This is an optimization exercise on Yosys and OpenROAD, whose aim is small area, not a production implementation. At most, simulation tests tie the RTL to the original design; equivalence was not proved.

==> inputs of v6 <==
Design opl2, start of the top module:
module opl2 (
  input rst,  
  input clk,  
  input  [7:0] din,
  output [7:0] dout,
  input cs_n,
  input wr_n,
  input a0,
  output reg irq_n,
  output reg signed [15:0] sample
);
localparam integer CNTR_MAX = 873;
localparam integer TIMER1_MAX = 3456;
localparam integer TIMER2_MAX = 15360;
localparam NOP = 18;
localparam NCH = 9;
localparam QDEPTH = 10;
localparam [45:0] STATE_RESET = 46'd511 << 2;  
function [7:0] op_off(input integer k);
  op_off = (k < 6) ? k : (k < 12) ? k + 2 : k + 4;
endfunction
wire read  = !cs_n && !a0;
wire write = !cs_n && !wr_n;
wire addr_write = (!a0 && write);
wire reg_write = (a0 && write);
reg timer1_overflow;
reg timer2_overflow;
assign dout = read ? {timer1_overflow | timer2_overflow, timer1_overflow, timer2_overflow, 5'd0} : 8'h00;
reg [7:0] index;
always @(posedge clk, posedge rst) begin
  if (rst) index <= 0;
  else if (addr_write) index <= {din};
end
reg [11:0] cntr;
reg sample_clk_en;
always @(posedge clk, posedge rst)
  if (rst) begin
    cntr <= 12'd0;
    sample_clk_en <= 1'b0;
  end else begin
    cntr <= cntr == CNTR_MAX-1 ? 12'd0 : cntr + 1'b1;
    sample_clk_en <= cntr == 12'd0;
  end
reg calc;
reg car;
reg [3:0] q;
always @(posedge clk, posedge rst)
  if (rst) begin
    calc <= 0;
    car <= 0;
    q <= 0;
  end else if (sample_clk_en) begin
    calc <= 1;
    car <= 0;
    q <= 0;
  end else if (calc) begin
    if (q == NCH - 1) begin
      q <= 0;
      car <= 1;
      if (car)
        calc <= 0;
    end else
      q <= q + 1'b1;
  end
  ...
clock: 20.8 ns
lec_check: 0
abc_area: 1
cap_margin: 20
core_margin: 2
core_utilization: 50
cts_buf_list: sky130_fd_sc_hd__clkbuf_4
cts_cluster_size: 30
gpl_timing_driven: 0
place_density: 0.65
slew_margin: 20
run.sh (not shown) runs the stock make flow with config.mk's settings and CLKGATE_MAP_FILE= SYNTH_SCRIPT=/design/flow/synth_recipe.tcl, a recipe that flattens the netlist after the stock synthesis.
==> v9 (differences from v6) <==
--- a/flow/design.v
+++ b/flow/design.v
@@ -986,26 +986,26 @@
   wire [20-1:0] phase_acc1 = key_on_new ? 0 : phase_sum;
   wire rhythm_op = op_type == 2 || op_type == 4 ||
    op_type == 5;
   wire [9:0] phase_hi = rhythm_op ? rhythm_phase[19:10] + phase_inc[19:10] :
    phase_sum[19:10];
   wire [9:0] final_phase = key_on_new ? 10'd0 : phase_hi + modulation_in[9:0];
   assign st_out = {phase_acc1, counter1, env_int1, state2};
-  wire [9+1:0] level_add;
+  wire [9-1:0] level_add;  
   wire [7:0] ksl_add;
   ksl_add_rom ksl_add_rom (
     .fnum(fnum),
     .block(block),
     .ksl(ksl),
     .ksl_add(ksl_add)
   );
   assign level_add = am ? (tl << 2) + ksl_add + am_val : (tl << 2) + ksl_add;
   reg [9:0] final_phase_p;
   reg [9-1:0] env_int_p;
-  reg [9+1:0] level_add_p;
+  reg [9-1:0] level_add_p;
   reg [2-1:0] ws_p;
   reg shift_p;
   always @(posedge clk) begin
     final_phase_p <= final_phase;
     env_int_p <= env_int1;
     level_add_p <= level_add;
     ws_p <= ws;
@@ -1048,19 +1048,19 @@
   always @ *
     case (ws_p)
     0: tmp_out2 = tmp_out1;
     1: tmp_out2 = tmp_out1 < 0 ? 0 : tmp_out1;
     2: tmp_out2 = tmp_ws2;
     3: tmp_out2 = final_phase_p[8] ? 0 : tmp_ws2;
     endcase
-  always @(posedge clk)
+  always @ *
     if (shift_p)
-      out <= tmp_out2 << 1;
+      out = tmp_out2 << 1;
     else
-      out <= tmp_out2;
+      out = tmp_out2;
 endmodule
 `timescale 1ns / 1ps
 module timer #(
   parameter MAX_VALUE  
 ) (
   input wire rst,
   input wire clk,
@@ -1196,16 +1196,17 @@
   end
 wire calc_mod = calc && !car;
 wire calc_car = calc && car;
 reg [7:0] qa [0:QDEPTH-1];
 reg [7:0] qd [0:QDEPTH-1];
 reg [3:0] q_wp, q_rp, q_lp, q_n;
 reg [7:0] q_last;
-wire q_pop = !calc && q_n != 0;
-wire q_use = reg_write && (sample_clk_en || calc || q_n != 0);
+wire any_fresh;
+wire q_pop = !calc && !any_fresh && q_n != 0;
+wire q_use = reg_write && (sample_clk_en || calc || any_fresh || q_n != 0);
 wire q_merge = q_use && q_n != 0 && q_last == index && !(q_pop && q_n == 1);
 wire q_push = q_use && !q_merge;
 function [3:0] q_inc(input [3:0] p);
   q_inc = p == QDEPTH - 1 ? 4'd0 : p + 1'b1;
 endfunction
 always @(posedge clk)
   if (rst) begin
@@ -1234,47 +1235,53 @@
         qd[i] <= din;
     end
   end
 endgenerate
 wire lw = q_pop || (reg_write && !q_use);
 wire [7:0] la = q_pop ? qa[q_rp] : index;
 wire [7:0] ld = q_pop ? qd[q_rp] : din;
-reg [7:0] r20 [0:NOP-1];
-reg [7:0] r40 [0:NOP-1];
-reg [7:0] r60 [0:NOP-1];
-reg [7:0] r80 [0:NOP-1];
-reg [1:0] rE0 [0:NOP-1];
-reg [7:0] rA0 [0:NCH-1];
-reg [5:0] rB0 [0:NCH-1];
-reg [5:0] rC0 [0:NCH-1];
+reg [33:0] reg_mod [0:NCH-1];
+reg [33:0] reg_car [0:NCH-1];
+reg [19:0] reg_ch [0:NCH-1];
 reg r08;
 reg [7:0] rBD;
 wire [7:0] ldr = rst ? 8'd0 : ld;
-generate
-  for (i = 0; i < NOP; i = i + 1) begin: op_regs
-    always @(posedge clk) begin
-      if (rst || (lw && la == 8'h20 + op_off(i))) r20[i] <= ldr;
-      if (rst || (lw && la == 8'h40 + op_off(i))) r40[i] <= ldr;
-      if (rst || (lw && la == 8'h60 + op_off(i))) r60[i] <= ldr;
-      if (rst || (lw && la == 8'h80 + op_off(i))) r80[i] <= ldr;
-      if (rst || (lw && la == 8'hE0 + op_off(i))) rE0[i] <= ldr[1:0];
-    end
-  end
-  for (i = 0; i < NCH; i = i + 1) begin: ch_regs
-    always @(posedge clk) begin
-      if (rst || (lw && la == 8'hA0 + i)) rA0[i] <= ldr;
-      if (rst || (lw && la == 8'hB0 + i)) rB0[i] <= ldr[5:0];
-      if (rst || (lw && la == 8'hC0 + i)) rC0[i] <= ldr[5:0];
-    end
-  end
-endgenerate
 always @(posedge clk) begin
   if (rst || (lw && la == 8'h08)) r08 <= ldr[6];
   if (rst || (lw && la == 8'hBD)) rBD <= ldr;
 end
+reg [3:0] head_ch;
+always @(posedge clk, posedge rst)
+  if (rst)
+    head_ch <= NCH - 2;
+  else
+    head_ch <= head_ch == NCH - 1 ? 4'd0 : head_ch + 1'b1;
+wire [3:0] head_ch_next = head_ch == NCH - 1 ? 4'd0 : head_ch + 1'b1;
+wire [4:0] la_off = la[4:0];
+wire la_op_grp = la[7:5] == 3'd1 || la[7:5] == 3'd2 || la[7:5] == 3'd3 ||
+ la[7:5] == 3'd4 || la[7:5] == 3'd7;
+wire la_op = la_op_grp && la_off[4:3] != 2'd3 && la_off[2:1] != 2'd3;
+wire la_op_car = la_off[2:0] >= 3'd3;
+wire la_ch = (la[7:4] == 4'hA || la[7:4] == 4'hB || la[7:4] == 4'hC) && la[3:0] < NCH;
+wire [3:0] la_q = la_op ? la_off[4:3] * 3 + (la_off[2:0] >= 3'd3 ? la_off[2:0] - 3'd3 : la_off[2:0]) : la[3:0];
+wire [3:0] la_pos = la_q >= head_ch_next ? la_q - head_ch_next : la_q + NCH - head_ch_next;
+wire [4:0] wr_op_byte = {la[7:5] == 3'd1, la[7:5] == 3'd2, la[7:5] == 3'd3,
+ la[7:5] == 3'd4, la[7:5] == 3'd7};
+wire [2:0] wr_ch_byte = {la[7:4] == 4'hA, la[7:4] == 4'hB, la[7:4] == 4'hC};
+wire wr_mod = lw && la_op && !la_op_car;
+wire wr_car = lw && la_op && la_op_car;
+wire wr_ch = lw && la_ch;
+function [33:0] put_op(input [33:0] old, input [4:0] sel, input [7:0] d);
+  put_op = {sel[4] ? d : old[33:26], sel[3] ? d : old[25:18],
+   sel[2] ? d : old[17:10], sel[1] ? d : old[9:2], sel[0] ? d[1:0] : old[1:0]};
+endfunction
+function [19:0] put_ch(input [19:0] old, input [2:0] sel, input [7:0] d);
+  put_ch = {sel[2] ? d : old[19:12], sel[1] ? d[5:0] : old[11:6],
+   sel[0] ? d[5:0] : old[5:0]};
+endfunction
 wire nts = r08;
 wire dam = rBD[7];
 wire dvb = rBD[6];
 wire ryt = rBD[5];
 wire bd  = rBD[4];
 wire sd  = rBD[3];
 wire tom = rBD[2];
@@ -1284,33 +1291,49 @@
 reg [45:0] car_state [0:NCH-1];
 reg [5:0] key_det [0:NCH-1];
 reg signed [12:0] mod_out [0:NCH-1];
 reg signed [12:0] car_out [0:NCH-1];
 reg signed [12:0] feedback2 [0:NCH-1];
 wire [45:0] st_out;
 wire signed [12:0] op_out;
-reg wb_mod_d, wb_car_d, wb_mod, wb_car;
+reg wb_mod, wb_car;
 always @(posedge clk) begin
-  wb_mod_d <= calc_mod;
-  wb_car_d <= calc_car;
-  wb_mod <= wb_mod_d;
-  wb_car <= wb_car_d;
+  wb_mod <= calc_mod;
+  wb_car <= calc_car;
 end
 reg [NCH-1:0] fresh;
+assign any_fresh = |fresh;
 always @(posedge clk)
   if (rst)
     fresh <= {NCH{1'b1}};
   else
     fresh <= {1'b0, fresh[NCH-1:1]};
 wire [45:0] mod_state0 = fresh[0] ? STATE_RESET : mod_state[0];
 wire [45:0] car_state0 = fresh[0] ? STATE_RESET : car_state[0];
 wire [5:0] key_det0 = fresh[0] ? 6'd0 : key_det[0];
 wire signed [12:0] mod_out0 = fresh[0] ? 13'sd0 : mod_out[0];
 wire signed [12:0] car_out0 = fresh[0] ? 13'sd0 : car_out[0];
 wire signed [12:0] feedback20 = fresh[0] ? 13'sd0 : feedback2[0];
+wire [33:0] reg_mod0 = fresh[0] ? 34'd0 : reg_mod[0];
+wire [33:0] reg_car0 = fresh[0] ? 34'd0 : reg_car[0];
+wire [19:0] reg_ch0 = fresh[0] ? 20'd0 : reg_ch[0];
+genvar p;
+generate
+  for (p = 0; p < NCH; p = p + 1) begin: reg_ring
+    wire [33:0] mod_in = p == NCH - 1 ? reg_mod0 : reg_mod[(p + 1) % NCH];
+    wire [33:0] car_in = p == NCH - 1 ? reg_car0 : reg_car[(p + 1) % NCH];
+    wire [19:0] ch_in = p == NCH - 1 ? reg_ch0 : reg_ch[(p + 1) % NCH];
+    wire here = la_pos == p;
+    always @(posedge clk) begin
+      reg_mod[p] <= put_op(mod_in, {5{wr_mod && here}} & wr_op_byte, ld);
+      reg_car[p] <= put_op(car_in, {5{wr_car && here}} & wr_op_byte, ld);
+      reg_ch[p] <= put_ch(ch_in, {3{wr_ch && here}} & wr_ch_byte, ld);
+    end
+  end
+endgenerate
 integer k;
 always @(posedge clk) begin
   for (k = 0; k < NCH - 1; k = k + 1) begin
     mod_state[k] <= mod_state[k+1];
     car_state[k] <= car_state[k+1];
     mod_out[k] <= mod_out[k+1];
     car_out[k] <= car_out[k+1];
@@ -1320,19 +1343,19 @@
   mod_state[NCH-1] <= calc_mod ? st_out : mod_state0;
   car_state[NCH-1] <= calc_car ? st_out : car_state0;
   mod_out[NCH-1] <= mod_out0;
   car_out[NCH-1] <= car_out0;
   key_det[NCH-1] <= calc_mod ? key_det_new : key_det0;
   feedback2[NCH-1] <= feedback20;
   if (wb_mod) begin
-    mod_out[6] <= op_out;
-    feedback2[6] <= mod_out[7];
+    mod_out[7] <= op_out;
+    feedback2[7] <= mod_out[8];
   end
   if (wb_car)
-    car_out[6] <= op_out;
+    car_out[7] <= op_out;
 end
 reg [4:0] mod_op;
 always @ (*)
   case (q)
   0: mod_op = 0;  1: mod_op = 1;  2: mod_op = 2;
   3: mod_op = 6;  4: mod_op = 7;  5: mod_op = 8;
   6: mod_op = 12; 7: mod_op = 13; default: mod_op = 14;
@@ -1346,22 +1369,23 @@
   else
     case (q)
     6: op_type = 1;
     7: op_type = car ? 4 : 2;
     8: op_type = car ? 5 : 3;
     default: op_type = 0;
     endcase
-wire [7:0] c20 = r20[op];
-wire [7:0] c40 = r40[op];
-wire [7:0] c60 = r60[op];
-wire [7:0] c80 = r80[op];
-wire [1:0] cE0 = rE0[op];
-wire [7:0] cA0 = rA0[q];
-wire [5:0] cB0 = rB0[q];
-wire [5:0] cC0 = rC0[q];
+wire [33:0] c_op = car ? reg_car0 : reg_mod0;
+wire [7:0] c20 = c_op[33:26];
+wire [7:0] c40 = c_op[25:18];
+wire [7:0] c60 = c_op[17:10];
+wire [7:0] c80 = c_op[9:2];
+wire [1:0] cE0 = c_op[1:0];
+wire [7:0] cA0 = reg_ch0[19:12];
+wire [5:0] cB0 = reg_ch0[11:6];
+wire [5:0] cC0 = reg_ch0[5:0];
 wire [9:0] fnum = {cB0[1:0], cA0};
 wire use_feedback = !car && !ryt_hh_tom;
 wire [2:0] fb_cur = use_feedback ? cC0[3:1] : 3'd0;
 wire [12:0] modulation = (!car || cC0[0] || ryt_hh_tom) ? 13'd0 : mod_out0;
 wire [19:0] friend_phase_acc = car ? mod_state[NCH-1][45:26] : car_state[1][45:26];
 reg [12:0] vibrato_base;
 always @(posedge clk)
==> flow/flow/run.sh (new file) <==
#!/bin/bash
# The standard layout (standard.sh), with clock tree synthesis using
# clkbuf_4 buffers and no dummy loads. The make output goes to
# standard_flow.log; each ORFS step keeps its own log under orfs/logs/.
set -euo pipefail
export CTS_ARGS="-sink_clustering_enable -repair_clock_nets -dont_use_dummy_load -buf_list sky130_fd_sc_hd__clkbuf_4"
bash standard.sh > standard_flow.log 2>&1
==> flow/standard.sh (new file) <==
#!/bin/bash
# synth_recipe.tcl (not shown) runs the flow's synth.tcl, then flattens the netlist and writes it again
# the make line also repeats each setting of config.mk as NAME=value (left out here)
make -C /OpenROAD-flow-scripts/flow DESIGN_CONFIG=/design/flow/config.mk WORK_HOME=/design/flow/orfs CLKGATE_MAP_FILE= SYNTH_SCRIPT=/design/flow/synth_recipe.tcl "${@:-finish}"
Settings changed: CORE_UTILIZATION 50 to 55, CTS_BUF_LIST sky130_fd_sc_hd__clkbuf_4 to not set, CTS_CLUSTER_SIZE 30 to not set, PLACE_DENSITY 0.65 to 0.7.
removed: flow/run.sh
==> results.sh <==
export IMPL_status="complete, no violations"
export IMPL_ys_ff_latch=2439
export IMPL_multi_input_area_share_pct=33.4
export IMPL_dp_hpwl_mm=198
export IMPL_nClkBuffers=604
export IMPL_crit_start="fresh[0]"
export IMPL_relSlewSlack_pct=22.1
export IMPL_grt_pass1_wl_mm=397
export IMPL_multi_input_area_um2=31800
export IMPL_seq_cells=2439
The numbers above come from v9.

==> results.sh <==
export IMPL_status="complete, no violations"
export IMPL_nClkBuffers=896
export IMPL_multi_input_area_um2=28700
export IMPL_grt_pass1_wl_mm=381
export IMPL_relSlewSlack_pct=20.9
export IMPL_ys_ff_latch=2451
export IMPL_crit_start="q[0]"
export IMPL_seq_cells=2451
The numbers above come from v6.

No functional check of the RTL was part of v6.

==> re-timing with driven ports <==
Ports are ideal in the flow. The routed layouts listed here were re-timed in OpenROAD.
Step 1 assumes that a clkbuf_16 drives the clock port and a buf_2 every other input.
Step 2 moves the port delays by t, midway between the first and last clock arrival at a register: inputs arrive t later, outputs are due t later. That takes back most of the time a late clock gives input paths.
Three values: ideal ports, drivers, drivers and shift; two values: the first two.
run | shift t [ns] | setup WS [ns] | worst setup path after step 2 | clock arrival spread, ns
v6 | 1.418 | 2.344 / 2.344 / 2.344 | register to register | 0.152 / 0.152
v9 | 1.390 | 3.786 / 3.786 / 3.786 | register to register | 0.174 / 0.174
After both steps every run listed still meets setup and hold.
